Context: an optimization exercise on an open-source flow, tuned for small area and a short achievable clock period. The choices shown serve that exercise and are no tape-out recipe. Where RTL was checked, it was by simulation tests only, not by an equivalence proof against the original. Function not checked in runs 1 to 6: the RTL went through the layout flow alone. Power and IR drop assume default switching activity.

<file path="constraint.sdc">
create_clock -name core_clock -period 9.0 [get_ports {clk}]
set_input_delay 1.8000 -clock core_clock [delete_from_list [all_inputs] [get_ports {clk}]]
set_output_delay 1.8000 -clock core_clock [all_outputs]
set_load 0.01 [all_outputs]
</file>
<file path="config.mk">
export PLATFORM = sky130hd
export DESIGN_NAME = Main
export DESIGN_NICKNAME = Main
export VERILOG_FILES = /design/flow/design.v
export SDC_FILE = /design/flow/constraint.sdc
export NUM_CORES = 4
export LEC_CHECK = 0
export CAP_MARGIN = 20
export CORE_MARGIN = 2
export CORE_UTILIZATION = 55
export SETUP_SLACK_MARGIN = 2.0
export SLEW_MARGIN = 20
export SYNTH_HIERARCHICAL = 1
</file>
<file path="run.sh">
#!/bin/bash
# synth_recipe.tcl (not shown) runs the flow's synth.tcl, then flattens the netlist and writes it again
# the make line also repeats each setting of config.mk as NAME=value (left out here)
make -C /OpenROAD-flow-scripts/flow DESIGN_CONFIG=/design/flow/config.mk WORK_HOME=/design/flow/orfs CLKGATE_MAP_FILE= SYNTH_SCRIPT=/design/flow/synth_recipe.tcl finish
</file>
<file path="design.v">
`timescale 1ns / 1ps
module Main(
    input clk,
    input [7:0] instruction,
    input reset,
    output [7:0] ReadAddress,
    output [6:0] seg_ten,
    output [6:0] seg_one,
    output led
    );
  wire [1:0] op = instruction[7:6];
  wire [1:0] rs = instruction[5:4];
  wire [1:0] rt = instruction[3:2];
  wire [1:0] x  = instruction[1:0];
  wire [7:0] imm = {{7{x[1]}}, x[0]};
  wire is_add  = (op == 2'b00);
  wire is_lw   = (op == 2'b01);
  wire is_sw   = (op == 2'b10);
  wire is_jump = (op == 2'b11);
  wire [3:0] rsd = {rs == 2'd3, rs == 2'd2, rs == 2'd1, rs == 2'd0};
  wire [3:0] rtd = {rt == 2'd3, rt == 2'd2, rt == 2'd1, rt == 2'd0};
  wire [3:0] xd  = {x == 2'd3, x == 2'd2, x == 2'd1, x == 2'd0};
  wire [3:0] xd_lw = xd & {4{is_lw}};
  wire [3:0] xd_sw = xd & {4{is_sw}};
  reg [7:0] R0, R1, R2, R3;
  wire [7:0] A, B, HA;
  wire [3:0] LA;
  genvar b, i, g;
  generate
    for (b = 0; b < 8; b = b + 1) begin : rdport
      cpu_ao4 ua (.s(rsd), .d({R3[b], R2[b], R1[b], R0[b]}), .y(A[b]));
      cpu_ao4 ub (.s(rtd), .d({R3[b], R2[b], R1[b], R0[b]}), .y(B[b]));
      cpu_ao4 uh (.s(rsd), .d({R3[4:2] == b, R2[4:2] == b, R1[4:2] == b, R0[4:2] == b}), .y(HA[b]));
    end
    for (b = 0; b < 4; b = b + 1) begin : rdlo
      cpu_ao4 ul (.s(rsd), .d({R3[1:0] == b, R2[1:0] == b, R1[1:0] == b, R0[1:0] == b}), .y(LA[b]));
    end
  endgenerate
  wire [7:0] sum_ab, sum_ai;
  cpu_add8 u_addab (.a(A), .b(B), .s(sum_ab));        
  cpu_addimm u_addai (.a(A), .x(x), .s(sum_ai));      
  wire [3:0] lo_rd, lo_wr;
  generate
    for (b = 0; b < 4; b = b + 1) begin : lsel
      cpu_ao4 ur (.s(xd_lw), .d({LA[(b + 1) % 4], LA[(b + 2) % 4], LA[(b + 3) % 4], LA[b]}), .y(lo_rd[b]));
      cpu_ao4 uw (.s(xd_sw), .d({LA[(b + 1) % 4], LA[(b + 2) % 4], LA[(b + 3) % 4], LA[b]}), .y(lo_wr[b]));
    end
  endgenerate
  wire c2, c2_a, c2_b;
  cpu_aoi22 u_c2a (.a1(x == 2'd3), .a2(LA[1]), .b1(x[1]), .b2(LA[2]), .y(c2_a));
  cpu_nand2 u_c2b (.a(x != 2'd0), .b(LA[3]), .y(c2_b));
  cpu_nand2 u_c2 (.a(c2_a), .b(c2_b), .y(c2));
  wire [7:0] hc0 = x[1] ? {HA[0], HA[7:1]} : HA;
  wire [7:0] hc1 = x[1] ? HA : {HA[6:0], HA[7]};
  wire [7:0] hi;
  generate
    for (b = 0; b < 8; b = b + 1) begin : hsel
      cpu_mux2 u (.s(c2), .a(hc0[b]), .b(hc1[b]), .y(hi[b]));
    end
  endgenerate
  reg [7:0] M [0:31];
  wire [7:0] alu = is_sw ? sum_ai : sum_ab;
  wire [7:0] alu_nlw = alu & {8{~is_lw}};
  wire [7:0] W;
  generate
    for (b = 0; b < 8; b = b + 1) begin : rdmem
      wire [7:0] grp;
      for (g = 0; g < 8; g = g + 1) begin : gr
        cpu_ao4 u (.s(lo_rd), .d({M[4*g+3][b], M[4*g+2][b], M[4*g+1][b], M[4*g][b]}), .y(grp[g]));
      end
      cpu_ao8p1 u (.s(hi), .d(grp), .e(alu_nlw[b]), .y(W[b]));
    end
  endgenerate
  wire [3:0] rwe;
  assign rwe[0] = (is_add & (x == 2'd0)) | (is_lw & (rt == 2'd0));
  assign rwe[1] = (is_add & (x == 2'd1)) | (is_lw & (rt == 2'd1));
  assign rwe[2] = (is_add & (x == 2'd2)) | (is_lw & (rt == 2'd2));
  assign rwe[3] = (is_add & (x == 2'd3)) | (is_lw & (rt == 2'd3));
  always @(posedge clk or posedge reset) begin
    if (reset) begin
      R0 <= 8'd0; R1 <= 8'd0; R2 <= 8'd0; R3 <= 8'd0;
    end else begin
      if (rwe[0]) R0 <= W;
      if (rwe[1]) R1 <= W;
      if (rwe[2]) R2 <= W;
      if (rwe[3]) R3 <= W;
    end
  end
  generate
    for (i = 0; i < 32; i = i + 1) begin : mw
      always @(posedge clk or posedge reset)
        if (reset) M[i] <= (i <= 16) ? (i % 16) : (272 - i);
        else if (hi[i / 4] & lo_wr[i % 4]) M[i] <= B;
    end
  endgenerate
  reg [7:0] PC;
  always @(posedge clk or posedge reset) begin
    if (reset) PC <= 8'd0;
    else PC <= PC + 8'd1 + (is_jump ? imm : 8'd0);
  end
  assign ReadAddress = PC;
  assign led = reset;
  cpu_seg7 u_ten (.v(W[7:4]), .seg(seg_ten));
  cpu_seg7 u_one (.v(W[3:0]), .seg(seg_one));
endmodule
module cpu_ao4(input [3:0] s, input [3:0] d, output y);
  assign y = |(s & d);
endmodule
module cpu_ao8p1(input [7:0] s, input [7:0] d, input e, output y);
  assign y = |(s & d) | e;
endmodule
module cpu_add8(input [7:0] a, input [7:0] b, output [7:0] s);
  assign s = a + b;
endmodule
module cpu_addimm(input [7:0] a, input [1:0] x, output [7:0] s);
  assign s = a + {{7{x[1]}}, x[0]};
endmodule
module cpu_aoi22(input a1, input a2, input b1, input b2, output y);
  assign y = ~((a1 & a2) | (b1 & b2));
endmodule
module cpu_nand2(input a, input b, output y);
  assign y = ~(a & b);
endmodule
module cpu_mux2(input s, input a, input b, output y);
  assign y = s ? b : a;
endmodule
module cpu_seg7(input [3:0] v, output reg [6:0] seg);
  always @* begin
    case (v)
      4'h0: seg = 7'b0111111;
      4'h1: seg = 7'b0000110;
      4'h2: seg = 7'b1011011;
      4'h3: seg = 7'b1001111;
      4'h4: seg = 7'b1100110;
      4'h5: seg = 7'b1101101;
      4'h6: seg = 7'b1111101;
      4'h7: seg = 7'b0000111;
      4'h8: seg = 7'b1111111;
      4'h9: seg = 7'b1101111;
      4'hA: seg = 7'b1110111;
      4'hB: seg = 7'b1011110;
      4'hC: seg = 7'b0111001;
      4'hD: seg = 7'b1001110;
      4'hE: seg = 7'b1111001;
      default: seg = 7'b1110001;
    endcase
  end
endmodule
</file>
==> impl_metrics.tcl, run 1 <==
set metrics [dict create \
    finalWorstSetupSlack_ps 1998 \
    setup-violations-final 0 \
    leakage_nw 8.808 \
    die_w_um 173.0 \
    worst_r2r_path_depth 16 \
    max_stage_delay_ps 530 \
    status "no timing/DRC/antenna violations" \
    dp_hpwl_mm 26.99 \
    timing.rr.start "R2[1]" \
    wl_mm 44.81 \
    routabilityCongestion 0.8634 \
    r2r-end "R2[5]" \
    antenna_found_initial 0 \
    clock-sinks 296 \
    ys_seq_area_frac 0.4815 \
    period_minus_slack_ps 7002 \
    fin_util 0.6997 \
    synth_xor_area_frac 0.007808 \
    crit_fanout 7 \
    finish.net_count 1529 \
    synthAdderAreaFrac 0.02645 \
    synth_edf_count 0 \
    worst_setup_path_end_kind "output pin" \
    synthArstFlopShare 1.000 \
    antenna_left 0 \
    clock-skew-final_ps 13.40 \
    power_density_nw_per_um2 332.3 \
    io_pins 33 \
    fin_tns_setup_ps 0 \
    antenna_cells 0 \
    worst_setup_path_start_kind "input port" \
    avgRoutedWirePerCell_um 23.71 \
    drive_gt1_frac 0.5423 \
    crit_path_start "instruction[4]" \
    grt_usage 0.2898 \
    hold_viol_final 0 \
    cts_tree "yes" \
    drtPass1Iterations 6 \
    tightest_slew_ps 965.3 \
    max_freq_mhz 142.8 \
    grt_first_pass_wirelength_mm 68.90 \
    synth_top_area_share 0.2741 \
    core-area_um2 27930 \
    io_buffers 32 \
    root_buffer "clkbuf_16" \
    synth_mux_area_frac 0.2269 \
    die_area_um2 29920 \
    die_y_um 173.0 \
    clk_pin_slew_ps 60 \
    ctsHtreeMaxLevel 1 \
    crit_end "seg_ten[4]" \
    preCtsSetupSlack_ps 465.2 \
    ys.warnings.count 9 \
    synth_compound_area_frac 0.1488 \
    grt_start_max_net_pins 184 \
    finalCritPeriodShare 0.7780 \
    first_iter_violations 987 \
    ys_top_cells_by_area "dfrtp_1, mux2_2, dfstp_2, a22oi_1, nand2_1" \
    hold_class "reg2reg" \
    area_growth_syn_to_layout_pct 24.45 \
    syn_avg_cell_area_um2 11.87 \
    netlist_instances 1323 \
    drv_slew 0 \
    crit_path_top_delay_cell "a222oi_1" \
    r2r_slack_ps 5170 \
    overflow 0 \
    dp.cells 1730 \
    crit_type "in2out" \
    numCtsBuffers 31 \
    worstPathRequired_ps 7200 \
    cp.arrival_ps 5200 \
    drc_errors 0 \
    routed_via_density 6.261 \
    synth_simple_gate_area_share 0.08724 \
    synth_top_family_by_area "multiplexers" \
    cts_hold_buf 0 \
    syn_nets 1365 \
    drv_cap 0 \
    synth_cell_types 58 \
    cp_cell_sequence "buf_12, nor2b_4, buf_6, a22oi_2, nand2_2, a22oi_2, buf_6, nand2_8, buf_4, a22oi_1, nand2_1, a222oi_1, nand3_2, buf_6, buf_6, ha_4, a211oi_2, a21oi_1, buf_2" \
    yosys_register_bits 296 \
    relSlewSlack 0.3552 \
    start_util 0.5622 \
    vdd_drop_max_mv 0.1950 \
    ys.flop_type "dfrtp_1" \
    final_cell_count_no_fill 1890 \
    rsz0062_at_grt "true" \
    grt_pass1_vias 11690 \
    netlist_area_um2 15710 \
    cp_common_cell "buf_6" \
    vias 11830 \
    rows 61 \
    clock_latency_ps 570 \
    synth_area_leader_cell "dfrtp_1" \
    ctsLongestPathBuffers 3 \
]
[logic make-up (layout without fill, tap and decap cells)]
| logic type | after synthesis | after routing |
|---|---|---|
| AOI/OAI and AO/OA | 307 | 307 |
| xor gates and xnor gates | 14 | 14 |
| adders and majority gates | 32 | 32 |
| buffers and inverters | 75 | 260 |
| DFF | 296 | 296 |
| muxes | 314 | 314 |
| and+or+nand+nor | 285 | 289 |
[state kept, by name, summed over array words and instances, names as in the netlist]
signal / flops
PC: 8
R3: 8
M: 256
R2: 8
R1: 8
R0: 8
[through the flow]
step | power, mW | hold WS (ps) | instance area (um2)
floorplan | 3.793 | 479.9 | 15720
global placement | 4.494 | 461.5 | 16650
detailed placement | 4.552 | 465.6 | 16650
CTS | 6.154 | 479.7 | 18660
global route | 6.853 | 508.5 | 19550
finish | 6.496 | 472.9 | 19550
[report_power, final]
| group | total (mW) | switching [mW] | internal [mW] |
|---|---|---|---|
| registers | 2.30 | 0.364 | 1.94 |
| clock network | 1.27 | 0.534 | 0.735 |
| logic | 2.92 | 1.49 | 1.43 |
| total | 6.50 | 2.39 | 4.10 |
[worst min path at each step]
stage | start | to | cells after the start
global route | PC[7] | PC[7] | 1
global placement | PC[7] | PC[7] | 1
detailed placement | PC[7] | PC[7] | 1
floorplan | M[0][0] | M[0][0] | 1
CTS | PC[7] | PC[7] | 1
finish | PC[7] | PC[7] | 1
[timing repair]
action	4_1_cts	5_1_grt
endpoints found under the setup margin	14	14
gates resized for setup	159	143
pin swaps	26	75
cloned	5	4
setup buffers	59	33
[layout by cell type, fill, tap and decap left out, drive strengths merged, types with 17 or more instances in the layout]
cell type	netlist	final
mux2	312	312
a21oi	32	32
clkbuf	41	54
ha	30	30
nor2b	17	17
nor2	40	40
dfstp	124	124
dfrtp	172	172
a22oi	204	204
inv	23	24
buf	11	157
nand2	159	163
[modules after synthesis (local to each module, per instance)]
module	cells inside	times used	cell area, um2
cpu_addimm	41	1	310.3
cpu_ao8p1	5	8	43.79
cpu_aoi22	1	1	12.51
Main	814	1	12170
cpu_mux2	1	8	15.01
cpu_ao4	3	100	18.77
cpu_add8	41	1	310.3
cpu_seg7	38	2	272.8
cpu_nand2	1	2	3.754
[synthesized netlist by cell type, drive strengths merged (14+ instances only)]
cell,n
a21oi,32
a22o,16
a22oi,204
clkbuf,41
dfrtp,172
dfstp,124
ha,30
inv,23
mux2,312
nand2,159
nand3,16
nor2,40
nor2b,17
nor3b,14
o21ai,15
[worst max-delay path: cells and delay by family]
family          cells  cell delay, ps
fa+ha+maj           1             150
simple gates        5             790
compound gates      6            1380
buf+inv             7            1050
[final cells by class]
cell class	instances	area, um2
clock inverter	10	80.08
inverter	23	97.59
clock buffer	48	929.6
fill	2060	8389
multi-input combinational	956	8722
timing repair buffer	179	1680
tap	378	473.0
sequential	296	7562
[layer usage]
layer  vias to the layer above  wire length [um]  GRT usage
met5                         -                 0          0
met4                         0               990    0.06109
met3                        75              2658    0.04200
met2                       365             20980     0.4660
met1                      6080             20180     0.4198
li1                       5313                 -          -
==> run 2: changes to the inputs <==
--- a/config.mk
+++ b/config.mk
@@ -8,6 +8,9 @@
 export CAP_MARGIN = 20
 export CORE_MARGIN = 2
 export CORE_UTILIZATION = 55
+export CTS_BUF_LIST = sky130_fd_sc_hd__clkbuf_8
+export CTS_CLUSTER_DIAMETER = 100
+export CTS_CLUSTER_SIZE = 16
 export SETUP_SLACK_MARGIN = 2.0
 export SLEW_MARGIN = 20
 export SYNTH_HIERARCHICAL = 1
==> run 2 against run 1 <==
- clock power shrank 46%
- fmax is 0.15% lower
- wire length is 0.39% lower
- largest power group unchanged
==> impl_metrics.tcl, run 2 <==
set metrics [dict create \
    relSlewSlack 0.3258 \
    ys_seq_area_frac 0.4815 \
    ys.warnings.count 9 \
    synth_area_leader_cell "dfrtp_1" \
    status "no timing/DRC/antenna violations" \
    routed_via_density 6.284 \
    avgRoutedWirePerCell_um 23.81 \
    ctsHtreeMaxLevel 1 \
    drv_cap 0 \
    dp.cells 1730 \
    tightest_slew_ps 1009 \
    power_density_nw_per_um2 311.7 \
    vdd_drop_max_mv 0.1869 \
    clock-sinks 296 \
    hold_class "reg2reg" \
    die_y_um 173.0 \
    netlist_instances 1323 \
    wl_mm 44.64 \
    die_w_um 173.0 \
    area_growth_syn_to_layout_pct 20.95 \
    rsz0062_at_grt "true" \
    netlist_area_um2 15710 \
    cts_tree "yes" \
    clk_pin_slew_ps 110 \
    clock-skew-final_ps 24.90 \
    rows 61 \
    syn_avg_cell_area_um2 11.87 \
    max_freq_mhz 142.6 \
    core-area_um2 27930 \
    grt_pass1_vias 11600 \
    antenna_cells 0 \
    grt_start_max_net_pins 184 \
    die_area_um2 29920 \
    yosys_register_bits 296 \
    hold_ws_ps 479.7 \
    preCtsSetupSlack_ps 465.2 \
    synth_top_area_share 0.2741 \
    drc_errors 0 \
    grt_usage 0.2894 \
    grt_first_pass_wirelength_mm 68.54 \
    synthArstFlopShare 1.000 \
    drtPass1Iterations 6 \
    drv_slew 0 \
    crit_fanout 7 \
    finish.net_count 1523 \
    routabilityCongestion 0.8634 \
    finalCritPeriodShare 0.7792 \
    numCtsBuffers 22 \
    antenna_found_initial 0 \
    period_minus_slack_ps 7013 \
    worstPathRequired_ps 7200 \
    ctsLongestPathBuffers 3 \
    root_buffer "clkbuf_8" \
    syn_nets 1365 \
    fin_tns_setup_ps 0 \
    overflow 0 \
    finalWorstSetupSlack_ps 1987 \
    final_cell_count_no_fill 1875 \
    ys_top_cells_by_count "mux2_2, a22oi_1, dfrtp_1" \
    yosysMostFrequentCell "mux2_2" \
    leakage_nw 8.569 \
    hold_viol_final 0 \
    layout_common_cells "mux2_2, dfrtp_1, a22oi_1" \
    largest_reg_flops 256 \
    clock_latency_ps 590 \
    synth_edf_count 0 \
    ys_top_cells_by_area "dfrtp_1, mux2_2, dfstp_2, a22oi_1, nand2_1" \
    worst_setup_path_start_kind "input port" \
    crit_type "in2out" \
    final_common_cell "mux2_2" \
    synth_cell_types 58 \
    start_util 0.5622 \
    antenna_left 0 \
    first_iter_violations 1151 \
    largest-register "M" \
    dp_hpwl_mm 26.99 \
    io_pins 33 \
    setup-violations-final 0 \
    drive_gt1_frac 0.5364 \
    ys.flop_type "dfrtp_1" \
    io_buffers 32 \
    worst_setup_path_end_kind "output pin" \
    cts_hold_buf 0 \
    cp.arrival_ps 5210 \
    vias 11780 \
]
run 2: cell types whose count changed in the layout (fill, tap and decap cells not counted), sizes merged:
cell           before  now
dlygate4sd2         2    0
nand2             163  162
clkdlybuf4s50      11   10
clkbuf             54   31
clkdlybuf4s15       1    0
dlymetal6s2s        1    3
clkinv              7    1
buf               157  160
bufinv              1    0
inv                24   39
run 2: metal layers:
layer / vias up / routed length [um] / global-route usage
met2: 354 / 20860 / 0.4620
li1: 5292 / - / -
met5: - / 0 / 0
met1: 6064 / 20190 / 0.4160
met4: 0 / 1166 / 0.07768
met3: 72 / 2422 / 0.04046
run 2: per-stage QoR:
| stage | total power, mW | util | area [um2] |
|---|---|---|---|
| final | 5.920 | 0.6800 | 18990 |
| after global routing | 6.265 | 0.6800 | 18990 |
| after CTS | 5.578 | 0.6485 | 18120 |
| after detailed placement | 4.552 | 0.5959 | 16650 |
| after global placement | 4.494 | 0.5959 | 16650 |
| after floorplan | 3.793 | - | 15720 |
run 2: per-module statistics from Yosys, one instance, submodules excluded:
module      cell area, um2  cells inside
Main                 12170           814
cpu_add8             310.3            41
cpu_addimm           310.3            41
cpu_ao4              18.77             3
cpu_ao8p1            43.79             5
cpu_aoi22            12.51             1
cpu_mux2             15.01             1
cpu_nand2            3.754             1
cpu_seg7             272.8            38
run 2: layout make-up:
class	instances	area (um2)
sequential	296	7562
timing repair buffer	183	1695
fill	2112	8940
multi-input combinational	955	8773
clock buffer	22	302.8
inverter	23	102.6
clock inverter	18	85.08
tap	378	473.0
run 2: repair_timing:
action,CTS,global route
setup buffers,60,37
resized for setup,164,143
gates cloned,4,3
pin swaps,29,63
setup endpoints to repair,14,14
run 2: kinds of logic after synthesis:
kind of cell,synth area share
muxes,0.2269
DFF,0.4815
adders and majority gates,0.02645
xor gates and xnor gates,0.007808
AOI/OAI and AO/OA,0.1488
buffers and inverters,0.02127
and+or+nand+nor,0.08724
run 2: report_power, final:
part | total, mW | switching [mW] | internal [mW]
registers | 2.30 | 0.362 | 1.93
logic | 2.94 | 1.50 | 1.45
clock network | 0.681 | 0.446 | 0.235
total | 5.92 | 2.31 | 3.61
run 2: final timing paths:
path / start / endpoint / slack, ps / cells after the start
hold reg to reg: PC[7] / PC[7] / 480 / 1
min in group asynchronous: reset / M[10][4] / 1590 / 2
setup reg to reg: R0[0] / R2[5] / 5180 / 16
max in group asynchronous: reset / M[2][0] / 5520 / 5
hold / removal: PC[7] / PC[7] / 480 / 1
setup / recovery: instruction[4] / seg_one[4] / 1990 / 17
run 2: worst max-delay path, cell delays in order:
cell      delay [ps]
buf_6            110
nor2b_4          150
buf_8            140
buf_4            130
buf_4            150
a22oi_2          140
nand2_2           90
mux2_4           300
mux2_4           330
a222oi_1         750
nand3_4          240
buf_6            190
buf_6            120
ha_4             150
a211oi_2         200
a21oi_1           60
buf_2            140
==> run 3: changes to the inputs <==
--- a/design.v
+++ b/design.v
@@ -19,26 +19,27 @@
   wire is_jump = (op == 2'b11);
   wire [3:0] rsd = {rs == 2'd3, rs == 2'd2, rs == 2'd1, rs == 2'd0};
   wire [3:0] rtd = {rt == 2'd3, rt == 2'd2, rt == 2'd1, rt == 2'd0};
+  wire [3:0] rtd_nsw = rtd & {4{~is_sw}};
   wire [3:0] xd  = {x == 2'd3, x == 2'd2, x == 2'd1, x == 2'd0};
   wire [3:0] xd_lw = xd & {4{is_lw}};
   wire [3:0] xd_sw = xd & {4{is_sw}};
   reg [7:0] R0, R1, R2, R3;
-  wire [7:0] A, B, HA;
+  wire [7:0] A, B, BI, HA;
   wire [3:0] LA;
   genvar b, i, g;
   generate
     for (b = 0; b < 8; b = b + 1) begin : rdport
       cpu_ao4 ua (.s(rsd), .d({R3[b], R2[b], R1[b], R0[b]}), .y(A[b]));
       cpu_ao4 ub (.s(rtd), .d({R3[b], R2[b], R1[b], R0[b]}), .y(B[b]));
+      cpu_ao4p1 ubi (.s(rtd_nsw), .d({R3[b], R2[b], R1[b], R0[b]}), .e(is_sw & imm[b]), .y(BI[b]));
       cpu_ao4 uh (.s(rsd), .d({R3[4:2] == b, R2[4:2] == b, R1[4:2] == b, R0[4:2] == b}), .y(HA[b]));
     end
     for (b = 0; b < 4; b = b + 1) begin : rdlo
       cpu_ao4 ul (.s(rsd), .d({R3[1:0] == b, R2[1:0] == b, R1[1:0] == b, R0[1:0] == b}), .y(LA[b]));
     end
   endgenerate
-  wire [7:0] sum_ab, sum_ai;
-  cpu_add8 u_addab (.a(A), .b(B), .s(sum_ab));        
-  cpu_addimm u_addai (.a(A), .x(x), .s(sum_ai));      
+  wire [7:0] sum;
+  cpu_add8 u_add (.a(A), .b(BI), .s(sum));
   wire [3:0] lo_rd, lo_wr;
   generate
     for (b = 0; b < 4; b = b + 1) begin : lsel
@@ -59,16 +60,21 @@
     end
   endgenerate
   reg [7:0] M [0:31];
-  wire [7:0] alu = is_sw ? sum_ai : sum_ab;
-  wire [7:0] alu_nlw = alu & {8{~is_lw}};
-  wire [7:0] W;
+  wire [7:0] alu_nlw = sum & {8{~is_lw}};
+  wire [7:0] W, Wr;
   generate
     for (b = 0; b < 8; b = b + 1) begin : rdmem
       wire [7:0] grp;
       for (g = 0; g < 8; g = g + 1) begin : gr
         cpu_ao4 u (.s(lo_rd), .d({M[4*g+3][b], M[4*g+2][b], M[4*g+1][b], M[4*g][b]}), .y(grp[g]));
       end
-      cpu_ao8p1 u (.s(hi), .d(grp), .e(alu_nlw[b]), .y(W[b]));
+      wire [3:0] t;
+      cpu_aoi22 u0 (.a1(hi[0]), .a2(grp[0]), .b1(hi[1]), .b2(grp[1]), .y(t[0]));
+      cpu_aoi22 u1 (.a1(hi[2]), .a2(grp[2]), .b1(hi[3]), .b2(grp[3]), .y(t[1]));
+      cpu_aoi22 u2 (.a1(hi[4]), .a2(grp[4]), .b1(hi[5]), .b2(grp[5]), .y(t[2]));
+      cpu_aoi221 u3 (.a1(hi[6]), .a2(grp[6]), .b1(hi[7]), .b2(grp[7]), .c(alu_nlw[b]), .y(t[3]));
+      cpu_nand4 us (.a(t[0]), .b(t[1]), .c(t[2]), .d(t[3]), .y(W[b]));
+      cpu_nand4r ur (.a(t[0]), .b(t[1]), .c(t[2]), .d(t[3]), .y(Wr[b]));
     end
   endgenerate
   wire [3:0] rwe;
@@ -80,10 +86,10 @@
     if (reset) begin
       R0 <= 8'd0; R1 <= 8'd0; R2 <= 8'd0; R3 <= 8'd0;
     end else begin
-      if (rwe[0]) R0 <= W;
-      if (rwe[1]) R1 <= W;
-      if (rwe[2]) R2 <= W;
-      if (rwe[3]) R3 <= W;
+      if (rwe[0]) R0 <= Wr;
+      if (rwe[1]) R1 <= Wr;
+      if (rwe[2]) R2 <= Wr;
+      if (rwe[3]) R3 <= Wr;
     end
   end
   generate
@@ -106,14 +112,23 @@
 module cpu_ao4(input [3:0] s, input [3:0] d, output y);
   assign y = |(s & d);
 endmodule
-module cpu_ao8p1(input [7:0] s, input [7:0] d, input e, output y);
-  assign y = |(s & d) | e;
+module cpu_ao4p1(input [3:0] s, input [3:0] d, input e, output y);
+  wire t0, t1;
+  cpu_aoi22 u0 (.a1(s[0]), .a2(d[0]), .b1(s[1]), .b2(d[1]), .y(t0));
+  cpu_aoi221 u1 (.a1(s[2]), .a2(d[2]), .b1(s[3]), .b2(d[3]), .c(e), .y(t1));
+  cpu_nand2 u2 (.a(t0), .b(t1), .y(y));
 endmodule
 module cpu_add8(input [7:0] a, input [7:0] b, output [7:0] s);
   assign s = a + b;
 endmodule
-module cpu_addimm(input [7:0] a, input [1:0] x, output [7:0] s);
-  assign s = a + {{7{x[1]}}, x[0]};
+module cpu_aoi221(input a1, input a2, input b1, input b2, input c, output y);
+  assign y = ~((a1 & a2) | (b1 & b2) | c);
+endmodule
+module cpu_nand4(input a, input b, input c, input d, output y);
+  assign y = ~(a & b & c & d);
+endmodule
+module cpu_nand4r(input a, input b, input c, input d, output y);
+  assign y = ~(a & b & c & d);
 endmodule
 module cpu_aoi22(input a1, input a2, input b1, input b2, output y);
   assign y = ~((a1 & a2) | (b1 & b2));
--- a/config.mk
+++ b/config.mk
@@ -8,9 +8,6 @@
 export CAP_MARGIN = 20
 export CORE_MARGIN = 2
 export CORE_UTILIZATION = 55
-export CTS_BUF_LIST = sky130_fd_sc_hd__clkbuf_8
-export CTS_CLUSTER_DIAMETER = 100
-export CTS_CLUSTER_SIZE = 16
 export SETUP_SLACK_MARGIN = 2.0
 export SLEW_MARGIN = 20
 export SYNTH_HIERARCHICAL = 1
==> run 3 against run 2 <==
- still clean
- critical path depth up 4
- combinational power down 11%
- register-to-register slack better by 320 ps
- final cell count down 1.2%
- sequential cell count unchanged
- final area up 0.18%
- wire length up 0.61%
- critical endpoint is now seg_ten[4]
==> impl_metrics.tcl, run 3 <==
set metrics [dict create \
    yosysMostFrequentCell "mux2_2" \
    worst_setup_path_start_kind "input port" \
    clock-sinks 296 \
    power_density_nw_per_um2 329.5 \
    cp_cell_sequence "buf_6, nor2b_4, nor3_4, buf_6, a22oi_2, nand2_2, buf_4, inv_1, fa_2, nor2b_4, o31a_1, a21oi_1, and2_1, a221oi_4, nand4_1, buf_4, clkinvlp_4, ha_1, a211oi_1, a21oi_1, clkbuf_2" \
    crit_type "in2out" \
    hold_path.startpoint "PC[7]" \
    hold_class "reg2reg" \
    largest-register "M" \
    r2r-end "R2[3]" \
    synth_top_area_share 0.2749 \
    setup-violations-final 0 \
    first_iter_violations 1084 \
    antenna_cells 0 \
    grt_pass1_vias 11580 \
    grt_usage 0.2931 \
    avgRoutedWirePerCell_um 24.24 \
    routabilityCongestion 0.9527 \
    die_area_um2 29830 \
    max_stage_delay_ps 390 \
    start_util 0.5605 \
    ctsLongestPathBuffers 3 \
    clock_latency_ps 530 \
    crit_path_top_delay_cell "fa_2" \
    relSlewSlack 0.3141 \
    numCtsBuffers 34 \
    syn_avg_cell_area_um2 12.09 \
    drive_gt1_frac 0.5315 \
    wl_met1_mm 19.96 \
    largest_reg_flops 256 \
    rows 61 \
    io_pins 33 \
    finalCritPeriodShare 0.7761 \
    crit_fanout 9 \
    core-area_um2 27930 \
    worst_setup_path_end_kind "output pin" \
    drv_cap 0 \
    cp.arrival_ps 5180 \
    period_minus_slack_ps 6985 \
    root_buffer "clkbuf_16" \
    wl_mm 44.91 \
    hold_viol_final 0 \
    routed_via_density 6.334 \
    fillCellCount 2086 \
    antenna_found_initial 0 \
    fin_util 0.6812 \
    hold_depth 1 \
    finish.net_count 1484 \
    hold_end "PC[7]" \
    grt_start_max_net_pins 123 \
    ys_top_cells_by_area "dfrtp_1, mux2_2, dfstp_2, a22oi_1, nand2_1" \
    drtPass1Iterations 6 \
    overflow 0 \
    worstPathRequired_ps 7200 \
    synth_cell_types 54 \
    netlist_instances 1295 \
    ys.flop_type "dfrtp_1" \
    ys.warnings.count 9 \
    drc_errors 0 \
    syn_nets 1329 \
    status "no timing/DRC/antenna violations" \
    final_common_cell "mux2_2" \
    synth_edf_count 0 \
    die_w_um 172.7 \
    dr_wl_met3_mm 2.664 \
    multi_input_area_um2 8397 \
    vias 11740 \
    ys_seq_area_frac 0.4830 \
    clock-skew-final_ps 37.26 \
    timing.rr.start "R2[1]" \
    cts_hold_buf 0 \
    netlist_area_um2 15660 \
    ff_latch_area_um2 7562 \
    post_dp_cell_area_um2 16650 \
    synthArstFlopShare 1.000 \
    leakage_nw 8.512 \
    fin_tns_setup_ps 0 \
    cp.depth 21 \
    finalPower_mw 6.270 \
    path_buf_inv 7 \
    clk_pin_slew_ps 50 \
    max_freq_mhz 143.2 \
    route.met2.wl_mm 20.66 \
    crit_family "simple AND/OR/NAND/NOR gates" \
    rsz0062_at_grt "true" \
    ctsHtreeMaxLevel 2 \
    synth_area_leader_cell "dfrtp_1" \
    vdd_drop_max_mv 0.2000 \
    r2r_slack_ps 5500 \
    finalInstanceArea_um2 19030 \
    io_buffers 32 \
    tightest_slew_ps 1027 \
    dp_hpwl_mm 27.36 \
    worst_r2r_path_depth 13 \
    routed.top_layer "met4" \
    cts_tree "yes" \
    grt_first_pass_wirelength_mm 68.65 \
    drv_slew 0 \
    antenna_left 0 \
    layout_common_cells "mux2_2, a22oi_1, dfrtp_1" \
    area_growth_syn_to_layout_pct 21.54 \
    yosys_register_bits 296 \
    die_y_um 172.7 \
    ys_top_cells_by_count "mux2_2, a22oi_1, dfrtp_1" \
]
## run 3: cell count changes after synthesis, sizes merged, moves of 7 or more
cell,before,now
a22oi,204,235
a22o,16,0
nand4,1,17
a21oi,32,19
and2,6,19
nor2,40,30
clkbuf,41,32
a221oi,8,16
a222oi,8,0
mux2,312,304
nand3,16,8
ha,30,23
## run 3: area by class of cell
class	instances	share of cell area
clock buffers	58	0.05477
clock inverters	3	0.002499
inverters	18	0.003945
multi-input cells	941	0.4413
flip-flops and latches	296	0.3974
well taps	378	0.02485
repair buffers	159	0.07528
## run 3: how the worst max path moves through the flow
stage | from | endpoint | slack (ps)
floorplan | instruction[6] | seg_ten[1] | 2180
global placement | instruction[6] | seg_ten[1] | 660
detailed placement | instruction[6] | seg_ten[1] | 620
CTS | instruction[6] | seg_ten[1] | 1980
global route | instruction[6] | seg_ten[6] | 1900
finish | instruction[7] | seg_ten[4] | 2020
## run 3: logic make-up (layout without fill, tap and decap cells)
family	count (synthesis)	in the layout	share of synthesized area
fa+ha+maj	24	24	0.01966
simple gates	300	301	0.09286
compound gates	299	299	0.1596
mux	306	306	0.2218
flops	296	296	0.4830
xor+xnor	11	11	0.006154
buf+inv	59	238	0.01694
## run 3: routing by layer
| layer | vias up | track usage |
|---|---|---|
| met5 | - | 0 |
| met4 | 0 | 0.1020 |
| met3 | 102 | 0.04573 |
| met2 | 367 | 0.4608 |
| met1 | 6037 | 0.4161 |
| li1 | 5231 | - |
## run 3: modules after synthesis (local to each module, per instance), a selection
module	times used	cell area, um2
Main	1	12010
cpu_add8	1	310.3
cpu_ao4	100	18.77
cpu_aoi22	33	12.51
cpu_aoi221	16	15.01
cpu_mux2	8	15.01
cpu_nand2	10	3.754
cpu_nand4	8	6.256
cpu_nand4r	8	6.256
cpu_seg7	2	272.8
## run 3: what timing repair did
item | CTS | global route
cloned | 2 | 1
buffers inserted | 58 | 25
hold endpoints to repair | 0 | 0
setup endpoints to repair | 14 | 14
resized for setup | 146 | 89
pin swaps | 34 | 43
## run 3: where the power goes
part           internal [mW]  total (mW)  switching, mW
logic                   1.22        2.61           1.39
clock network          0.793        1.34          0.549
registers               1.93        2.32          0.386
## run 3: per-stage QoR
step,cells,hold slack (ps),worst slack [ps]
final,1853,468.0,2015
after global placement,1706,456.9,659.6
after CTS,1827,469.1,1980
after detailed placement,1706,458.0,624.6
after floorplan,1295,479.9,2178
after global routing,1853,483.2,1903
==> run 4: changes to the inputs <==
--- a/config.mk
+++ b/config.mk
@@ -8,6 +8,6 @@
 export CAP_MARGIN = 20
 export CORE_MARGIN = 2
 export CORE_UTILIZATION = 55
-export SETUP_SLACK_MARGIN = 2.0
+export SETUP_SLACK_MARGIN = 3.0
 export SLEW_MARGIN = 20
 export SYNTH_HIERARCHICAL = 1
==> run 4 against run 3 <==
- largest power group unchanged
- final cell count up 1.0%
- non-clock buffer count grew 12
- largest cell class unchanged
- setup slack gained 16 ps
- combinational power increased by 7%
- worst hold slack worse by 5.5 ps
- fmax grew 0.22%
- via count increased by 2.3%
- final area grew 1.5%
- count of clock-buffer cells in the layout is 7 lower
- critical path depth did not move
==> impl_metrics.tcl, run 4 <==
set metrics [dict create \
    status "no timing/DRC/antenna violations" \
    avgRoutedWirePerCell_um 25.34 \
    drc_errors 0 \
    die_w_um 172.7 \
    vdd_drop_max_mv 0.2014 \
    syn_nets 1329 \
    die_area_um2 29830 \
    overflow 0 \
    relSlewSlack 0.3002 \
    ys_top_cells_by_count "mux2_2, a22oi_1, dfrtp_1" \
    synth_area_leader_cell "dfrtp_1" \
    p_clk_frac 0.210 \
    cts_hold_buf 0 \
    crit_path_top_delay_cell "a221oi_2" \
    cp.arrival_ps 5170 \
    final_common_cell "mux2_2" \
    largest-register "M" \
    rsz0062_at_grt "true" \
    fillCellCount 2030 \
    finalCritPeriodShare 0.7744 \
    antenna_cells 0 \
    setup-violations-final 0 \
    netlist_area_um2 15660 \
    numCtsBuffers 34 \
    antenna_left 0 \
    period_minus_slack_ps 6969 \
    drive_gt1_frac 0.5475 \
    ys.warnings.count 9 \
    vias 12010 \
    path_buf_inv 5 \
    grt_usage 0.3112 \
    grt_pass1_vias 11680 \
    cp_cell_sequence "buf_6, buf_6, nand2b_4, and2_4, a221oi_2, nand2_1, ha_4, a211oi_2, o21bai_1, a21oi_1, xnor2_1, and2_1, a221oi_2, nand4_1, buf_4, ha_4, buf_6, nand2_4, o21ai_2, a21oi_2, buf_2" \
    synthArstFlopShare 1.000 \
    clock-skew-final_ps 14.82 \
    ys_seq_area_frac 0.4830 \
    largest_reg_flops 256 \
    area_growth_syn_to_layout_pct 23.33 \
    wl_mm 47.44 \
    worstPathRequired_ps 7200 \
    max_stage_delay_ps 290 \
    finalInstanceArea_um2 19310 \
    rows 61 \
    root_buffer "clkbuf_16" \
    crit_type "in2out" \
    grt_first_pass_wirelength_mm 71.40 \
    clk_pin_slew_ps 50 \
    synth_cell_types 54 \
    cp_common_cell "buf_6" \
    tightest_slew_ps 1048 \
    antenna_found_initial 0 \
    io_buffers 32 \
    start_util 0.5605 \
    ctsLongestPathBuffers 3 \
    crit_fanout 6 \
    netlist_instances 1295 \
    clock_latency_ps 530 \
    crit_family "compound AO/OA/AOI/OAI gates" \
    core-area_um2 27930 \
    hold_viol_final 0 \
    ys.flop_type "dfrtp_1" \
    yosys_register_bits 296 \
    met2_usage 0.4962 \
    power.switching_mw 2.403 \
    ctsHtreeMaxLevel 2 \
    leakage_nw 8.684 \
    grt.busiest_layer "met2" \
    yosysMostFrequentCell "mux2_2" \
    switching_share 0.3727 \
    dp_hpwl_mm 26.95 \
    cts_tree "yes" \
    drv_cap 0 \
    hold_class "reg2reg" \
    layout_common_cells "mux2_2, a22oi_1, dfrtp_1" \
    first_iter_violations 1030 \
    routabilityCongestion 0.8747 \
    gr-usage-met3 0.06398 \
    die_y_um 172.7 \
    drtPass1Iterations 6 \
    synth_edf_count 0 \
    io_pins 33 \
    worst_setup_path_start_kind "input port" \
    routed_via_density 6.415 \
    ys_top_cells_by_area "dfrtp_1, mux2_2, dfstp_2, a22oi_1, nand2_1" \
    worst_setup_path_end_kind "output pin" \
    finish.net_count 1503 \
    max_freq_mhz 143.5 \
    gr-usage-met1 0.4252 \
    clock-sinks 296 \
    drv_slew 0 \
    syn_avg_cell_area_um2 12.09 \
    p_int_mw 4.044 \
    fin_tns_setup_ps 0 \
    grt_start_max_net_pins 188 \
    synth_top_area_share 0.2749 \
    combPwrFrac 0.432 \
    ff_latch_area_um2 7562 \
    post_dp_cell_area_um2 16780 \
    seqPwrFrac 0.358 \
    power_density_nw_per_um2 333.8 \
    multi_input_area_um2 8572 \
]
-- run 4: cell counts after synthesis --
No cell type changed its count.
-- run 4: path summary, 6_finish.rpt --
path	start	end	slack [ps]	cells past startpoint
worst max-delay path	instruction[6]	seg_ten[0]	2030	21
worst min-delay path	PC[7]	PC[7]	460	1
worst max register to register	R2[0]	R3[2]	5340	14
worst min register to register	PC[7]	PC[7]	460	1
max in group asynchronous	reset	M[30][3]	5610	4
min in group asynchronous	reset	M[10][0]	1900	3
-- run 4: cell type report --
class / instances / area share
Inverter: 18 / 0.004600
Timing Repair Buffer: 171 / 0.07827
Sequential cell: 296 / 0.3916
Clock inverter: 10 / 0.005637
Clock buffer: 51 / 0.05151
Tap cell: 378 / 0.02449
Multi-Input combinational cell: 948 / 0.4439
-- run 4: through the flow --
step	total power [mW]	utilization	std cells	hold slack, ps	worst slack, ps
5_1_grt	6.766	0.6913	1872	479.0	1845
2_1_floorplan	3.863	-	1295	479.9	2533
3_5_place_dp	4.638	0.6008	1691	456.6	692.2
3_3_place_gp	4.589	0.6008	1691	457.8	699.0
6_report	6.446	0.6913	1872	462.5	2031
4_1_cts	6.264	0.6773	1842	468.0	2017
-- run 4: power groups by stage --
stage / logic, mW / registers [mW] / clock network [mW]
6_report: 2.78 / 2.31 / 1.36
3_3_place_gp: 2.29 / 2.30 / 0
3_5_place_dp: 2.32 / 2.32 / 0
4_1_cts: 2.59 / 2.30 / 1.38
2_1_floorplan: 1.65 / 2.21 / 0
5_1_grt: 2.96 / 2.38 / 1.43
-- run 4: kinds of logic after synthesis --
| family | share of synthesized area |
|---|---|
| AND/OR/NAND/NOR | 0.09286 |
| XOR/XNOR | 0.006154 |
| adder cells (fa/ha/maj) | 0.01966 |
| flip-flops | 0.4830 |
| multiplexers | 0.2218 |
| AO/OA/AOI/OAI | 0.1596 |
| buffers and inverters | 0.01694 |
-- run 4: Yosys stat by module, one instance, submodules excluded, a selection --
| module | cells | copies in the design | cell area [um2] | flops+latches |
|---|---|---|---|---|
| cpu_nand2 | 1 | 10 | 3.754 | 0 |
| cpu_nand4 | 1 | 8 | 6.256 | 0 |
| Main | 795 | 1 | 12010 | 296 |
| cpu_aoi22 | 1 | 33 | 12.51 | 0 |
| cpu_ao4 | 3 | 100 | 18.77 | 0 |
| cpu_mux2 | 1 | 8 | 15.01 | 0 |
| cpu_add8 | 41 | 1 | 310.3 | 0 |
| cpu_seg7 | 38 | 2 | 272.8 | 0 |
| cpu_aoi221 | 1 | 16 | 15.01 | 0 |
| cpu_nand4r | 1 | 8 | 6.256 | 0 |
-- run 4: per-layer routing --
metal  up-vias  routed length [um]  part of all wire
met5         -                   0                 0
met4         0                1615             0.034
met3       100                3525             0.074
met2       431               22330              0.47
met1      6193               19970              0.42
li1       5284                   -                 -
-- run 4: repair_timing --
| item | 4_1_cts | 5_1_grt |
|---|---|---|
| setup endpoints to repair | 14 | 14 |
| buffers inserted | 82 | 28 |
| resized for setup | 168 | 33 |
| cloned | 8 | 2 |
| pin swaps | 58 | 31 |
==> run 5: changes to the inputs <==
--- a/config.mk
+++ b/config.mk
@@ -8,6 +8,9 @@
 export CAP_MARGIN = 20
 export CORE_MARGIN = 2
 export CORE_UTILIZATION = 55
-export SETUP_SLACK_MARGIN = 3.0
+export CTS_BUF_LIST = sky130_fd_sc_hd__clkbuf_8
+export CTS_CLUSTER_DIAMETER = 100
+export CTS_CLUSTER_SIZE = 12
+export SETUP_SLACK_MARGIN = 3.6
 export SLEW_MARGIN = 20
 export SYNTH_HIERARCHICAL = 1
==> run 5 against run 4 <==
- critical path type unchanged
- sequential cell count unchanged
- global-route usage grew 0.23 points
- final cell count is 2.5% higher
- utilization increased by 0.96 points
- synthesized area did not move
- largest cell class unchanged
==> impl_metrics.tcl, run 5 <==
set metrics [dict create \
    dp_hpwl_mm 27.12 \
    drv_slew 0 \
    r2r-end "R3[4]" \
    ys.flop_type "dfrtp_1" \
    worst_r2r_path_depth 15 \
    relSlewSlack 0.2472 \
    yosys_register_bits 296 \
    ys.warnings.count 9 \
    route.met2.wl_mm 23.00 \
    syn_nets 1329 \
    layout_common_cells "mux2_2, dfrtp_1, a22oi_1" \
    power.switching_mw 2.421 \
    yosysMostFrequentCell "mux2_2" \
    finalWorstSetupSlack_ps 2174 \
    tightest_slew_ps 1127 \
    synth_area_leader_cell "dfrtp_1" \
    hold_class "reg2reg" \
    finish.net_count 1552 \
    timing.rr.start "R2[0]" \
    grt_pass1_vias 11780 \
    wl_mm 49.13 \
    antenna_left 0 \
    hold_viol_final 0 \
    finalCritPeriodShare 0.7584 \
    clock-sinks 296 \
    synth_top_area_share 0.2749 \
    core-area_um2 27930 \
    ctsHtreeMaxLevel 1 \
    worstPathRequired_ps 7200 \
    power_density_nw_per_um2 310.8 \
    final_common_cell "mux2_2" \
    clk_pin_slew_ps 80 \
    hold_depth 1 \
    period_minus_slack_ps 6826 \
    p_int_mw 3.663 \
    avgRoutedWirePerCell_um 25.61 \
    crit_type "in2out" \
    preCtsSetupSlack_ps 607.2 \
    rows 61 \
    cp.arrival_ps 5030 \
    hold_path.startpoint "PC[7]" \
    grt_first_pass_wirelength_mm 72.35 \
    drive_gt1_frac 0.5721 \
    synth_cell_types 54 \
    worst_setup_path_start_kind "input port" \
    drtPass1Iterations 5 \
    drc_errors 0 \
    dp.cells 1691 \
    syn_avg_cell_area_um2 12.09 \
    cts_tree "yes" \
    setup-violations-final 0 \
    routed.top_layer "met4" \
    clock-skew-final_ps 32.77 \
    fin_util 0.7009 \
    vias 12280 \
    r2r_slack_ps 5260 \
    post_dp_cell_area_um2 16760 \
    first_iter_violations 1098 \
    finalInstanceArea_um2 19580 \
    antenna_found_initial 0 \
    area_growth_syn_to_layout_pct 25.05 \
    finalPower_mw 6.085 \
    hold_ws_ps 470.6 \
    max_freq_mhz 146.5 \
    start_util 0.5605 \
    switching_share 0.3979 \
    netlist_area_um2 15660 \
    routed_via_density 6.403 \
    routabilityCongestion 0.8771 \
    io_buffers 32 \
    root_buffer "clkbuf_8" \
    leakage_nw 8.838 \
    fin_tns_setup_ps 0 \
    numCtsBuffers 28 \
    rsz0062_at_grt "true" \
    io_pins 33 \
    status "no timing/DRC/antenna violations" \
    netlist_instances 1295 \
    antenna_cells 0 \
    crit_fanout 8 \
    die_y_um 172.7 \
    ys_seq_area_frac 0.4830 \
    clock_latency_ps 620 \
    grt_start_max_net_pins 180 \
    p_clk_frac 0.125 \
    ys_top_cells_by_area "dfrtp_1, mux2_2, dfstp_2, a22oi_1, nand2_1" \
    final_cell_count_no_fill 1918 \
    dr_wl_met3_mm 3.721 \
    largest-register "M" \
    vdd_drop_max_mv 0.2041 \
    seqPwrFrac 0.382 \
    largest_reg_flops 256 \
    drv_cap 0 \
    synth_edf_count 0 \
    combPwrFrac 0.494 \
    die_w_um 172.7 \
    grt_usage 0.3135 \
    synthArstFlopShare 1.000 \
    die_area_um2 29830 \
    ys_top_cells_by_count "mux2_2, a22oi_1, dfrtp_1" \
    hold_end "PC[7]" \
    ctsLongestPathBuffers 3 \
    wl_met1_mm 20.58 \
    overflow 0 \
    worst_setup_path_end_kind "output pin" \
]
-- run 5: cell counts after synthesis --
Identical to the previous run, type by type.
-- run 5: Yosys stat by module, one instance, submodules excluded, a selection --
module      cell area, um2  flip-flops and latches  cells inside  times used
cpu_nand4            6.256                       0             1           8
cpu_seg7             272.8                       0            38           2
Main                 12010                     296           795           1
cpu_aoi221           15.01                       0             1          16
cpu_nand2            3.754                       0             1          10
cpu_nand4r           6.256                       0             1           8
cpu_mux2             15.01                       0             1           8
-- run 5: worst max path at each step --
| stage | from | slack [ps] | end | depth (start not counted) |
|---|---|---|---|---|
| final | instruction[6] | 2170 | seg_ten[3] | 20 |
| after global routing | instruction[2] | 2050 | seg_ten[3] | 19 |
| after CTS | instruction[6] | 2230 | seg_ten[4] | 21 |
| after detailed placement | instruction[4] | 610 | seg_one[1] | 15 |
| after global placement | instruction[4] | 720 | seg_one[3] | 17 |
| after floorplan | instruction[7] | 2520 | seg_ten[1] | 17 |
-- run 5: routing by layer --
metal | vias to the layer above | track usage
li1 | 5363 | -
met1 | 6267 | 0.4366
met2 | 532 | 0.5025
met3 | 118 | 0.05013
met4 | 0 | 0.1066
met5 | - | 0
-- run 5: kinds of logic after synthesis --
logic type | after synthesis | synth area share
multiplexers | 306 | 0.2218
AND/OR/NAND/NOR | 300 | 0.09286
AO/OA/AOI/OAI | 299 | 0.1596
flip-flops | 296 | 0.4830
buffers and inverters | 59 | 0.01694
adder cells (fa/ha/maj) | 24 | 0.01966
XOR/XNOR | 11 | 0.006154
-- run 5: worst max-delay path, stage by stage --
cell	delay [ps]
buf_8	100
buf_6	120
nand2b_4	150
and2_4	180
buf_4	150
a221oi_2	240
nand2_1	150
ha_4	280
a21oi_1	130
o21ai_1	90
a41oi_2	170
xnor2_1	100
and2_4	160
a221oi_4	300
nand4_1	250
buf_6	210
mux2i_1	170
nor2_2	60
a21oi_2	90
buf_2	130
-- run 5: timing repair --
item | in CTS | in global routing
resized for setup | 216 | 73
hold buffers | 0 | 0
buffers inserted | 106 | 52
pin swaps | 75 | 63
setup endpoints to repair | 14 | 14
gates cloned | 11 | 6
-- run 5: final cells by class --
type                    instances  area, um2
fillers                      2063       8354
multi-input cells             953       8895
clock inverters                24      103.9
inverters                      18      101.3
clock buffers                  28      385.4
well taps                     378      473.0
repair buffers                221       2059
flip-flops and latches        296       7562
-- run 5: power groups by stage --
stage	registers (mW)	logic, mW	clock network (mW)
floorplan	2.21	1.65	0
global placement	2.31	2.29	0
detailed placement	2.33	2.33	0
CTS	2.31	2.70	0.776
global route	2.39	3.18	0.834
finish	2.32	3.00	0.759
==> run 6: changes to the inputs <==
==> flow/run.sh (new file) <==
#!/bin/bash
# The standard layout, with two changes made through ORFS's own variables:
# the input and output ports get buf_4 buffers (the standard port buffering
# picks a delay cell), and after global routing the gates with slack to spare
# are downsized (ORFS's power recovery step).
set -uo pipefail
export BUFFER_PORTS_ARGS="-buffer_cell sky130_fd_sc_hd__buf_4"
export RECOVER_POWER=100
bash standard.sh finish > standard.log 2>&1
==> standard.sh (new file) <==
#!/bin/bash
# synth_recipe.tcl (not shown) runs the flow's synth.tcl, then flattens the netlist and writes it again
# the make line also repeats each setting of config.mk as NAME=value (left out here)
make -C /OpenROAD-flow-scripts/flow DESIGN_CONFIG=/design/flow/config.mk WORK_HOME=/design/flow/orfs CLKGATE_MAP_FILE= SYNTH_SCRIPT=/design/flow/synth_recipe.tcl "${@:-finish}"
--- a/config.mk
+++ b/config.mk
@@ -8,9 +8,6 @@
 export CAP_MARGIN = 20
 export CORE_MARGIN = 2
 export CORE_UTILIZATION = 55
-export CTS_BUF_LIST = sky130_fd_sc_hd__clkbuf_8
-export CTS_CLUSTER_DIAMETER = 100
-export CTS_CLUSTER_SIZE = 12
-export SETUP_SLACK_MARGIN = 3.6
+export SETUP_SLACK_MARGIN = 2.0
 export SLEW_MARGIN = 20
 export SYNTH_HIERARCHICAL = 1
removed: run.sh
==> run 6 against run 5 <==
- the layout now fails its checks (max-capacitance violations, max-slew violations)
- utilization fell by 5.0 points
- power fell by 2.4%
- final area fell by 7.1%
- sequential cell count did not move
- critical path type unchanged
==> impl_metrics.tcl, run 6 <==
set metrics [dict create \
    hold_path.startpoint "PC[7]" \
    ys.flop_type "dfrtp_1" \
    grt_first_pass_wirelength_mm 67.77 \
    so.violations "max-capacitance violations, max-slew violations" \
    setup-violations-final 0 \
    hold_viol_final 0 \
    timing.rr.start "R2[1]" \
    clk_pin_slew_ps 50 \
    antenna_cells 0 \
    routabilityCongestion 0.9204 \
    clock-sinks 296 \
    area_growth_syn_to_layout_pct 16.21 \
    largest-register "M" \
    dp_hpwl_mm 26.74 \
    synth_edf_count 0 \
    fillCellCount 2238 \
    crit_type "in2out" \
    period_minus_slack_ps 7805 \
    synth_top_area_share 0.2749 \
    core-area_um2 27930 \
    grt_start_max_net_pins 163 \
    start_util 0.5605 \
    rows 61 \
    grt_pass1_vias 11310 \
    worst_setup_path_end_kind "output pin" \
    status "failed layout checks" \
    synth_area_leader_cell "dfrtp_1" \
    vias 11510 \
    synthArstFlopShare 1.000 \
    synth_cell_types 54 \
    drv_cap 2 \
    cp.arrival_ps 6000 \
    ys_top_cells_by_area "dfrtp_1, mux2_2, dfstp_2, a22oi_1, nand2_1" \
    die_y_um 172.7 \
    numCtsBuffers 34 \
    io_buffers 32 \
    ys.warnings.count 9 \
    netlist_area_um2 15660 \
    ctsHtreeMaxLevel 2 \
    die_w_um 172.7 \
    cp_cell_sequence "clkbuf_1, and2_1, buf_4, a22oi_1, nand2_1, clkbuf_4, a22oi_1, nand2_1, mux2_1, a221oi_1, nand4_1, buf_4, buf_4, ha_1, mux2i_1, nor2_1, a21oi_1, clkbuf_1" \
    syn_avg_cell_area_um2 12.09 \
    yosys_register_bits 296 \
    finalPower_mw 5.941 \
    leakage_nw 8.182 \
    fin_tns_setup_ps 0 \
    drive_gt1_frac 0.4777 \
    overflow 0 \
    crit_fanout 20 \
    ys_top_cells_by_count "mux2_2, a22oi_1, dfrtp_1" \
    hold_end "PC[7]" \
    hold_depth 1 \
    vdd_drop_max_mv 0.2357 \
    final_common_cell "mux2_2" \
    layout_common_cells "mux2_2, a22oi_1, dfrtp_1" \
    tightest_slew_ps 3239 \
    drtPass1Iterations 5 \
    r2r-end "R3[2]" \
    worst_setup_path_start_kind "input port" \
    rsz0062_at_grt "false" \
    antenna_left 0 \
    cts_tree "yes" \
    grt_usage 0.2898 \
    clock-skew-final_ps 14.67 \
    netlist_instances 1295 \
    hold_class "reg2reg" \
    ys_seq_area_frac 0.4830 \
    worstPathRequired_ps 7200 \
    root_buffer "clkbuf_16" \
    avgRoutedWirePerCell_um 24.33 \
    ctsLongestPathBuffers 3 \
    max_stage_delay_ps 740 \
    crit_path_top_delay_cell "a221oi_1" \
    clock_latency_ps 520 \
    antenna_found_initial 0 \
    worst_r2r_path_depth 11 \
    routed_via_density 6.343 \
    finalCritPeriodShare 0.8672 \
    cp_common_cell "buf_4" \
    yosysMostFrequentCell "mux2_2" \
    largest_reg_flops 256 \
    syn_nets 1329 \
    finish.net_count 1444 \
    first_iter_violations 1023 \
    cts_hold_buf 0 \
    wl_mm 44.14 \
    drv_slew 137 \
    r2r_slack_ps 4950 \
    power_density_nw_per_um2 326.5 \
    io_pins 33 \
    die_area_um2 29830 \
    max_freq_mhz 128.1 \
    drc_errors 0 \
    relSlewSlack -1.159 \
]
## run 6: cell type report
class | instances | area [um2] | share of cell area
Tap cell | 378 | 473.0 | 0.02599
Clock inverter | 10 | 97.59 | 0.005363
Inverter | 18 | 71.32 | 0.003919
Clock buffer | 52 | 999.7 | 0.05494
Timing Repair Buffer | 115 | 850.8 | 0.04676
Multi-Input combinational cell | 945 | 8142 | 0.4474
Sequential cell | 296 | 7562 | 0.4156
## run 6: logic make-up after synthesis
| logic type | share of synthesized area |
|---|---|
| AOI/OAI and AO/OA | 0.1596 |
| xor gates and xnor gates | 0.006154 |
| DFF | 0.4830 |
| muxes | 0.2218 |
| and+or+nand+nor | 0.09286 |
| adders and majority gates | 0.01966 |
| buffers and inverters | 0.01694 |
## run 6: stage by stage
step / hold WS, ps / std cells / util / cell area (um2) / setup slack [ps]
after floorplan: 479.9 / 1295 / - / 15680 / 2178
after global placement: 461.7 / 1683 / 0.5854 / 16350 / 1315
after detailed placement: 472.1 / 1683 / 0.5854 / 16350 / 1225
after CTS: 482.0 / 1777 / 0.6387 / 17840 / 2011
after global routing: 486.9 / 1814 / 0.6514 / 18200 / 1023
final: 472.4 / 1814 / 0.6514 / 18200 / 1195
## run 6: Yosys stat by module (local to each module, per instance), excerpt
module	flip-flops and latches	cell area, um2	times used
Main	296	12010	1
cpu_add8	0	310.3	1
cpu_ao4	0	18.77	100
cpu_aoi22	0	12.51	33
cpu_aoi221	0	15.01	16
cpu_mux2	0	15.01	8
cpu_nand2	0	3.754	10
cpu_nand4	0	6.256	8
cpu_nand4r	0	6.256	8
cpu_seg7	0	272.8	2
## run 6: critical path, delay by kind of cell
family | cells | cell delay [ps]
adder cells (fa/ha/maj) | 1 | 190
multiplexers | 2 | 750
AO/OA/AOI/OAI | 4 | 1030
AND/OR/NAND/NOR | 5 | 980
buffers and inverters | 6 | 1230
## run 6: worst max-delay path by stage
stage,from,end,cells past startpoint
after floorplan,instruction[6],seg_ten[1],17
after global placement,instruction[3],seg_ten[3],17
after detailed placement,instruction[3],seg_ten[5],17
after CTS,instruction[2],seg_ten[1],19
after global routing,instruction[4],seg_one[3],18
final,instruction[4],seg_one[3],18
## run 6: layer usage
| metal | part of all wire | GRT usage | up-vias |
|---|---|---|---|
| met5 | 0 | 0 | - |
| met3 | 0.065 | 0.04178 | 83 |
| met1 | 0.44 | 0.4145 | 5876 |
| li1 | - | - | 5152 |
| met4 | 0.032 | 0.1024 | 0 |
| met2 | 0.46 | 0.4540 | 395 |
## run 6: power by group
| group | internal (mW) | switching (mW) |
|---|---|---|
| clock | 0.802 | 0.554 |
| combinational | 0.998 | 1.27 |
| sequential | 1.93 | 0.388 |
## run 6: timing repair
action,4_1_cts,5_1_grt
pin swaps,16,31
resized for setup,40,60
gates cloned,3,2
buffers inserted,29,35
endpoints found under the hold margin,0,0
endpoints found under the setup margin,14,14
==> run 7: changes to the inputs <==
--- a/design.v
+++ b/design.v
@@ -19,7 +19,8 @@
   wire is_jump = (op == 2'b11);
   wire [3:0] rsd = {rs == 2'd3, rs == 2'd2, rs == 2'd1, rs == 2'd0};
   wire [3:0] rtd = {rt == 2'd3, rt == 2'd2, rt == 2'd1, rt == 2'd0};
-  wire [3:0] rtd_nsw = rtd & {4{~is_sw}};
+  wire [3:0] rsd_alu = rsd & {4{~is_lw}};
+  wire [3:0] rtd_alu = rtd & {4{is_add | is_jump}};
   wire [3:0] xd  = {x == 2'd3, x == 2'd2, x == 2'd1, x == 2'd0};
   wire [3:0] xd_lw = xd & {4{is_lw}};
   wire [3:0] xd_sw = xd & {4{is_sw}};
@@ -29,9 +30,9 @@
   genvar b, i, g;
   generate
     for (b = 0; b < 8; b = b + 1) begin : rdport
-      cpu_ao4 ua (.s(rsd), .d({R3[b], R2[b], R1[b], R0[b]}), .y(A[b]));
+      cpu_ao4 ua (.s(rsd_alu), .d({R3[b], R2[b], R1[b], R0[b]}), .y(A[b]));
       cpu_ao4 ub (.s(rtd), .d({R3[b], R2[b], R1[b], R0[b]}), .y(B[b]));
-      cpu_ao4p1 ubi (.s(rtd_nsw), .d({R3[b], R2[b], R1[b], R0[b]}), .e(is_sw & imm[b]), .y(BI[b]));
+      cpu_ao4p1 ubi (.s(rtd_alu), .d({R3[b], R2[b], R1[b], R0[b]}), .e(is_sw & imm[b]), .y(BI[b]));
       cpu_ao4 uh (.s(rsd), .d({R3[4:2] == b, R2[4:2] == b, R1[4:2] == b, R0[4:2] == b}), .y(HA[b]));
     end
     for (b = 0; b < 4; b = b + 1) begin : rdlo
@@ -60,7 +61,7 @@
     end
   endgenerate
   reg [7:0] M [0:31];
-  wire [7:0] alu_nlw = sum & {8{~is_lw}};
+  wire [7:0] alu_nlw = sum;
   wire [7:0] W, Wr;
   generate
     for (b = 0; b < 8; b = b + 1) begin : rdmem
==> run.sh (new file) <==
#!/bin/bash
# synth_recipe.tcl (not shown) runs the flow's synth.tcl, then flattens the netlist and writes it again
# the make line also repeats each setting of config.mk as NAME=value (left out here)
make -C /OpenROAD-flow-scripts/flow DESIGN_CONFIG=/design/flow/config.mk WORK_HOME=/design/flow/orfs CLKGATE_MAP_FILE= SYNTH_SCRIPT=/design/flow/synth_recipe.tcl finish
--- a/config.mk
+++ b/config.mk
@@ -7,7 +7,10 @@
 export LEC_CHECK = 0
 export CAP_MARGIN = 20
 export CORE_MARGIN = 2
-export CORE_UTILIZATION = 55
-export SETUP_SLACK_MARGIN = 2.0
+export CORE_UTILIZATION = 70
+export CTS_BUF_LIST = sky130_fd_sc_hd__clkbuf_8
+export CTS_CLUSTER_DIAMETER = 100
+export CTS_CLUSTER_SIZE = 12
+export SETUP_SLACK_MARGIN = 2.5
 export SLEW_MARGIN = 20
 export SYNTH_HIERARCHICAL = 1
removed: flow/run.sh
removed: standard.sh
==> run 7 against run 6 <==
- now clean on timing, DRC and antenna
- utilization increased by 22 points
- sequential cell count stayed put
- combinational power increased by about 40%
- global-route usage grew 15 points
- final cell count shrank 1.9%
- count of clock-buffer cells in the layout decreased by 24
- register-to-register slack got worse by 2000 ps
- non-clock buffer count rose by 74
- critical path depth up 3
- worst hold slack worse by 2.9 ps
- synthesized area increased by 0.37%
- via count rose by 17%
- critical path type unchanged
- critical endpoint is now seg_ten[4]
- largest cell class unchanged
- highest routed layer unchanged
==> impl_metrics.tcl, run 7 <==
set metrics [dict create \
    crit_fanout 6 \
    ys_seq_area_frac 0.4812 \
    drv_cap 0 \
    ys.warnings.count 9 \
    ys_top_cells_by_area "dfrtp_1, dfstp_2, mux2_2, a22oi_1, nand2_1" \
    dp_hpwl_mm 26.37 \
    worst_setup_path_start_kind "input port" \
    grt_first_pass_wirelength_mm 78.92 \
    synth_cell_types 55 \
    crit_type "in2out" \
    fin_util 0.8737 \
    final_cell_count_no_fill 1780 \
    preCtsSetupSlack_ps 693.9 \
    post_dp_cell_area_um2 16420 \
    grt_usage 0.4408 \
    netlist_instances 1289 \
    synth_edf_count 0 \
    grt_pass1_vias 13280 \
    routed_via_density 7.567 \
    start_util 0.7157 \
    finalPower_mw 6.411 \
    io_pins 33 \
    hold_ws_ps 469.5 \
    crit_path_top_delay_cell "ha_4" \
    yosys_register_bits 296 \
    dp.cells 1576 \
    crit_family "compound AO/OA/AOI/OAI gates" \
    fin_tns_setup_ps 0 \
    area_growth_syn_to_layout_pct 22.08 \
    overflow 0 \
    ys_top_cells_by_count "mux2_2, a22oi_1, dfrtp_1" \
    syn_avg_cell_area_um2 12.19 \
    yosysMostFrequentCell "mux2_2" \
    relSlewSlack 0.2804 \
    hold_viol_final 0 \
    hold_class "reg2reg" \
    finalInstanceArea_um2 19180 \
    synth_area_leader_cell "dfrtp_1" \
    largest-register "M" \
    vdd_drop_max_mv 0.2490 \
    synth_top_area_share 0.2739 \
    root_buffer "clkbuf_8" \
    period_minus_slack_ps 7098 \
    clock-sinks 296 \
    clock_latency_ps 640 \
    largest_reg_flops 256 \
    worst_setup_path_end_kind "output pin" \
    layout_common_cells "mux2_2, dfrtp_1, a22oi_1" \
    power_density_nw_per_um2 334.2 \
    die_w_um 153.8 \
    antenna_cells 0 \
    cp.arrival_ps 5300 \
    finalWorstSetupSlack_ps 1902 \
    cp_cell_sequence "buf_8, inv_6, ha_4, nor3_4, buf_4, buf_4, a22oi_1, nand2_1, ha_4, o21a_1, o31a_1, or4_4, nand3_2, a221oi_2, nand4_1, buf_6, buf_6, inv_4, a211oi_2, a21oi_1, buf_2" \
    max_stage_delay_ps 350 \
    grt_start_max_net_pins 173 \
    wl_mm 56.42 \
    clk_pin_slew_ps 90 \
    worstPathRequired_ps 7200 \
    rsz0062_at_grt "true" \
    drv_slew 0 \
    max_freq_mhz 140.9 \
    rows 54 \
    routabilityCongestion 0.9131 \
    antenna_found_initial 0 \
    cts_hold_buf 0 \
    first_iter_violations 1842 \
    netlist_area_um2 15720 \
    path_buf_inv 8 \
    numCtsBuffers 28 \
    die_area_um2 23670 \
    syn_nets 1327 \
    die_y_um 153.8 \
    drc_errors 0 \
    leakage_nw 8.734 \
    clock-skew-final_ps 29.96 \
    ys.flop_type "dfrtp_1" \
    vias 13470 \
    status "no timing/DRC/antenna violations" \
    synthArstFlopShare 1.000 \
    core-area_um2 21960 \
    finalCritPeriodShare 0.7887 \
    tightest_slew_ps 1075 \
    drive_gt1_frac 0.5640 \
    io_buffers 32 \
    antenna_left 0 \
    ctsHtreeMaxLevel 1 \
    final_common_cell "mux2_2" \
    drtPass1Iterations 7 \
    setup-violations-final 0 \
    ctsLongestPathBuffers 3 \
    finish.net_count 1516 \
    cts_tree "yes" \
    avgRoutedWirePerCell_um 31.70 \
]
[run 7: cell count changes in the layout (fill, tap and decap cells not counted), sizes merged, moves of 10 or more]
cell and change:
nand2 +11, clkbuf -50, clkdlybuf4s50 +10, inv +24
buf +89
[run 7: cell families after synthesis]
logic type / Yosys count / synth area share
multiplexers: 308 / 0.2261
AO/OA/AOI/OAI: 296 / 0.1584
flip-flops: 296 / 0.4812
AND/OR/NAND/NOR: 286 / 0.08623
buffers and inverters: 64 / 0.01919
adder cells (fa/ha/maj): 28 / 0.02277
XOR/XNOR: 11 / 0.006130
[run 7: layout make-up]
class / count / area, um2
fill: 1017 / 2774
inverter: 22 / 115.1
multi-input combinational: 941 / 8919
tap: 280 / 350.3
clock inverter: 24 / 121.4
sequential: 296 / 7562
clock buffer: 28 / 385.4
timing repair buffer: 189 / 1732
[run 7: routing by layer]
layer,share of wire,wire (um),track usage
met5,0,0,0
met4,0.094,5291,0.2786
met3,0.13,7470,0.1147
met2,0.44,24850,0.6845
met1,0.33,18810,0.5557
[run 7: report_power, final]
| part | total, mW | internal, mW | switching [mW] |
|---|---|---|---|
| registers | 2.44 | 1.96 | 0.479 |
| clock network | 0.812 | 0.321 | 0.491 |
| logic | 3.16 | 1.43 | 1.72 |
| total | 6.41 | 3.72 | 2.69 |
[run 7: final timing paths]
| check | from | to | slack [ps] | cells after the start |
|---|---|---|---|---|
| worst max-delay path | instruction[7] | seg_ten[4] | 1900 | 21 |
| worst min-delay path | PC[7] | PC[7] | 470 | 1 |
| worst max register to register | R3[1] | R1[4] | 2980 | 33 |
| worst min register to register | PC[7] | PC[7] | 470 | 1 |
| max in group asynchronous | reset | M[16][6] | 5790 | 4 |
| min in group asynchronous | reset | R2[4] | 1730 | 3 |
[run 7: modules after synthesis (local to each module, per instance), excerpt]
module,flip-flops and latches,cells inside,cell area (um2)
cpu_aoi22,0,1,12.51
Main,296,789,12070
cpu_nand4,0,1,6.256
cpu_nand2,0,1,3.754
cpu_add8,0,41,310.3
cpu_ao4,0,3,18.77
cpu_mux2,0,1,15.01
cpu_seg7,0,38,272.8
cpu_aoi221,0,1,15.01
cpu_nand4r,0,1,6.256
[run 7: repair_timing]
action	in CTS	in global routing
gates resized for setup	239	73
pin swaps	72	74
setup buffers	121	18
cloned	13	0
endpoints found under the hold margin	0	0
setup endpoints to repair	14	14

[static timing again, ports no longer ideal]
How much do the figures lean on ideal ports? The routed layouts below were timed once more, with nothing changed but the port constraints. Step 1 sets driving cells, clkbuf_16 on the clock port and buf_2 on the other inputs (assumed; they add their load-dependent delay and slew). Step 2 also shifts input and output timing later by t, the mid clock arrival at the registers, as if the neighbouring blocks saw the same clock. Three values: ideal, step 1, step 2; two values: the first two.
| run | t, ns | setup slack, ns |
|---|---|---|
| run 1 | 0.617 | 1.998 / 1.947 / 1.947 |
| run 2 | 0.625 | 1.987 / 1.952 / 1.952 |
| run 3 | 0.562 | 2.015 / 1.974 / 1.974 |
| run 4 | 0.569 | 2.031 / 1.998 / 1.998 |
| run 5 | 0.651 | 2.174 / 2.131 / 2.131 |
| run 6 | 0.565 | 1.195 / 1.170 / 1.170 |
| run 7 | 0.668 | 1.902 / 1.853 / 1.616 |
